Background: an optimization exercise with open tools, aiming at small area. Do not read the settings as production practice.
Where RTL was checked, it was by simulation tests only, not by an equivalence proof against the original.
Power is estimated from default activity; no workload was simulated.

==> inputs of run D <==
Design VectorAccumulate, start of the top module:
module VectorAccumulate #(
    parameter vector_length = 7,
    parameter data_width = 16
) (
    input wire clk,
    input wire [vector_length*data_width-1: 0] vector_in,
    output wire [data_width+$clog2(vector_length)-1: 0] vector_sum
);
export LEC_CHECK = 0
export CAP_MARGIN = 20
export CORE_MARGIN = 2
export CORE_UTILIZATION = 40
export SLEW_MARGIN = 20
create_clock -name core_clock -period 4.0 [get_ports {clk}]
standard.sh (not shown) runs the stock make flow with config.mk's settings and CLKGATE_MAP_FILE= SYNTH_SCRIPT=/design/flow/synth_recipe.tcl, a recipe that flattens the netlist after the stock synthesis.
==> flow/flow/run.sh <==
#!/bin/bash
# The standard layout (standard.sh) with these changes to how it is made:
#  - Yosys's synth runs without its early "abc -fast" pass (-noabc), so that extract_fa
#    finds the design's full and half adders in their plain form and maps them to
#    fa/ha cells without inverters on their pins;
#  - every input and output port still gets a buffer, but a buf_1 rather than the
#    delay-buffer cell buffer_ports picks by default;
#  - clock tree synthesis uses clkbuf_4 buffers and no dummy loads.
# standard.sh's make output goes to standard.log; ORFS writes each step's log under orfs/logs.
set -euo pipefail
export SYNTH_ARGS="-noabc"
export BUFFER_PORTS_ARGS="-buffer_cell sky130_fd_sc_hd__buf_1"
export CTS_ARGS="-sink_clustering_enable -repair_clock_nets -dont_use_dummy_load -buf_list sky130_fd_sc_hd__clkbuf_4 -root_buf sky130_fd_sc_hd__clkbuf_4"
bash standard.sh > standard.log 2>&1
==> run P: changes against run D <==
--- a/flow/flow/run.sh
+++ b/flow/flow/run.sh
@@ -9,6 +9,7 @@
 # standard.sh's make output goes to standard.log; ORFS writes each step's log under orfs/logs.
 set -euo pipefail
 export SYNTH_ARGS="-noabc"
+export REMOVE_ABC_BUFFERS=1
 export BUFFER_PORTS_ARGS="-buffer_cell sky130_fd_sc_hd__buf_1"
 export CTS_ARGS="-sink_clustering_enable -repair_clock_nets -dont_use_dummy_load -buf_list sky130_fd_sc_hd__clkbuf_4 -root_buf sky130_fd_sc_hd__clkbuf_4"
 bash standard.sh > standard.log 2>&1
==> run summary <==
| metric | run D | run P |
|---|---|---|
| Worst clock skew | 0.0259 ns | 0.0341 ns |
| Met1 Wirelength | 1700 um | 1690 um |
| FF-to-FF Start | r1[7]$_DFF_P_ | r1[8]$_DFF_P_ |
| Clock group share of total power | 12.2% | 12.5% |
| Crit share post-route | 100% | 100% |
| Status | complete, but fails checks | complete, but fails checks |
| Reasons for failing layout checks | negative setup slack | negative setup slack |
| Share of the core filled with cells in the final layout | 51.3% | 51.2% |
| Startpoint of the lowest-slack hold path | r2[3]$_DFF_P_ | r2[10]$_DFF_P_ |
| Sequential power share | 47.1% | 47.5% |
| Sequential cell area share | 31.6% | 31.7% |
| Routed wire length on met2 | 2730 um | 2800 um |
| Relative slew slack | 87.6% | 89.2% |
| Static leakage | 0.00147 uW | 0.00146 uW |
No functional check of the RTL was part of any run of this note.

---

==> garnet <==
VectorAccumulate, a different RTL version from the one above (not shown whole).
export LEC_CHECK = 0
export CAP_MARGIN = 20
export CORE_MARGIN = 2
export CORE_UTILIZATION = 40
export SLEW_MARGIN = 20
create_clock -name core_clock -period 4.0 [get_ports {clk}]
==> flow/flow/run.sh <==
#!/bin/bash
# The standard layout (standard.sh) with these changes to how it is made:
#  - Yosys's synth runs without its early "abc -fast" pass (-noabc), so that extract_fa
#    finds the design's full and half adders in their plain form and maps them to
#    fa/ha cells without inverters on their pins;
#  - every input and output port still gets a buffer, but a buf_1 rather than the
#    delay-buffer cell buffer_ports picks by default;
#  - clock tree synthesis uses clkbuf_4 buffers and no dummy loads.
# standard.sh's make output goes to standard.log; ORFS writes each step's log under orfs/logs.
set -euo pipefail
export SYNTH_ARGS="-noabc"
export BUFFER_PORTS_ARGS="-buffer_cell sky130_fd_sc_hd__buf_1"
export CTS_ARGS="-sink_clustering_enable -repair_clock_nets -dont_use_dummy_load -buf_list sky130_fd_sc_hd__clkbuf_4 -root_buf sky130_fd_sc_hd__clkbuf_4"
bash standard.sh > standard.log 2>&1
==> harbor (differences from garnet) <==
Settings changed: CORE_UTILIZATION 40 to 60.
==> willow (differences from garnet) <==
--- a/flow/flow/run.sh
+++ b/flow/flow/run.sh
@@ -10,5 +10,5 @@
 set -euo pipefail
 export SYNTH_ARGS="-noabc"
 export BUFFER_PORTS_ARGS="-buffer_cell sky130_fd_sc_hd__buf_1"
-export CTS_ARGS="-sink_clustering_enable -repair_clock_nets -dont_use_dummy_load -buf_list sky130_fd_sc_hd__clkbuf_4 -root_buf sky130_fd_sc_hd__clkbuf_4"
+export CTS_ARGS="-repair_clock_nets -dont_use_dummy_load -buf_list sky130_fd_sc_hd__clkbuf_8 -root_buf sky130_fd_sc_hd__clkbuf_8"
 bash standard.sh > standard.log 2>&1
==> run summary <==
Core Rows=27; Pleak=0.00152 uW; Via density=4.59; met2 usage=30.2%; Die Wd=78.5 um; area grow syn2layout=19.5%; Routed met3 length=314 um; Fmax=0.275 GHz; Switching Fraction=31.8%; RePlAce Congestion=0.691; Finished Cell Area=3980 um^2; critical path data arrival time=3.88 ns; status=timing/DRC/antenna clean
the above is filed under harbor

==> run summary <==
status=timing/DRC/antenna clean; final hold viol count=0; Finished Cell Area=4080 um^2; Die Wd=95.3 um; RePlAce Congestion=0.701; Net Count, Synth=382; Core Rows=33; Via density=4.14; critical path data arrival time=3.86 ns; met2 usage=20.8%; Routed met3 length=344 um; Fmax=0.273 GHz; area grow syn2layout=22.4%; fillers=730; most frequent cells in the layout=buf_1, fa_1, dfxtp_1, clkbuf_8, ha_1; Syn Std Cell Area=3330 um^2; power per cell area=587 nW/um^2
the above is filed under willow

==> run summary <==
status=timing/DRC/antenna clean; Core Rows=33; critical path data arrival time=3.86 ns; layout net count=524; Pleak=0.00152 uW; Fmax=0.278 GHz; Via density=4.15; Die Wd=95.3 um; Routed met3 length=346 um; area grow syn2layout=20.7%; grt met3 use=3.95%; Switching Fraction=31.8%; Finished Cell Area=4020 um^2
the above is filed under garnet

[what the ideal ports hide]
In the flow no input, the clock included, has a driving cell. The finished layouts below were timed again as built, in two steps.
Step 1, drivers: a clkbuf_16 drives clk and a buf_2 each remaining input, both assumed.
Step 2 moves the port delays by t, midway between the first and last clock arrival at a register: inputs arrive t later, outputs are due t later. That takes back most of the time a late clock gives input paths.
a / b / c = ideal ports / drivers / drivers and shift; a / b = the first two.
run | t, ns | setup WS [ns] | worst hold slack (ns)
run D | 0.393 | -0.009 / -0.015 / -0.409 | 0.302 / 0.302 / 0.302
run P | 0.393 | -0.014 / -0.022 / -0.415 | 0.300 / 0.300 / 0.300
garnet | 0.392 | 0.402 / 0.402 / 0.010 | 0.314 / 0.314 / 0.314
harbor | 0.390 | 0.363 / 0.365 / -0.024 | 0.311 / 0.311 / 0.311
willow | 0.343 | 0.336 / 0.337 / -0.005 | 0.314 / 0.314 / 0.314
With both steps, setup timing fails in harbor and willow, where it was met with ideal ports. For run P, which loses most, drivers alone change the setup slack by -0.008 ns; drivers and shift together by -0.401 ns.
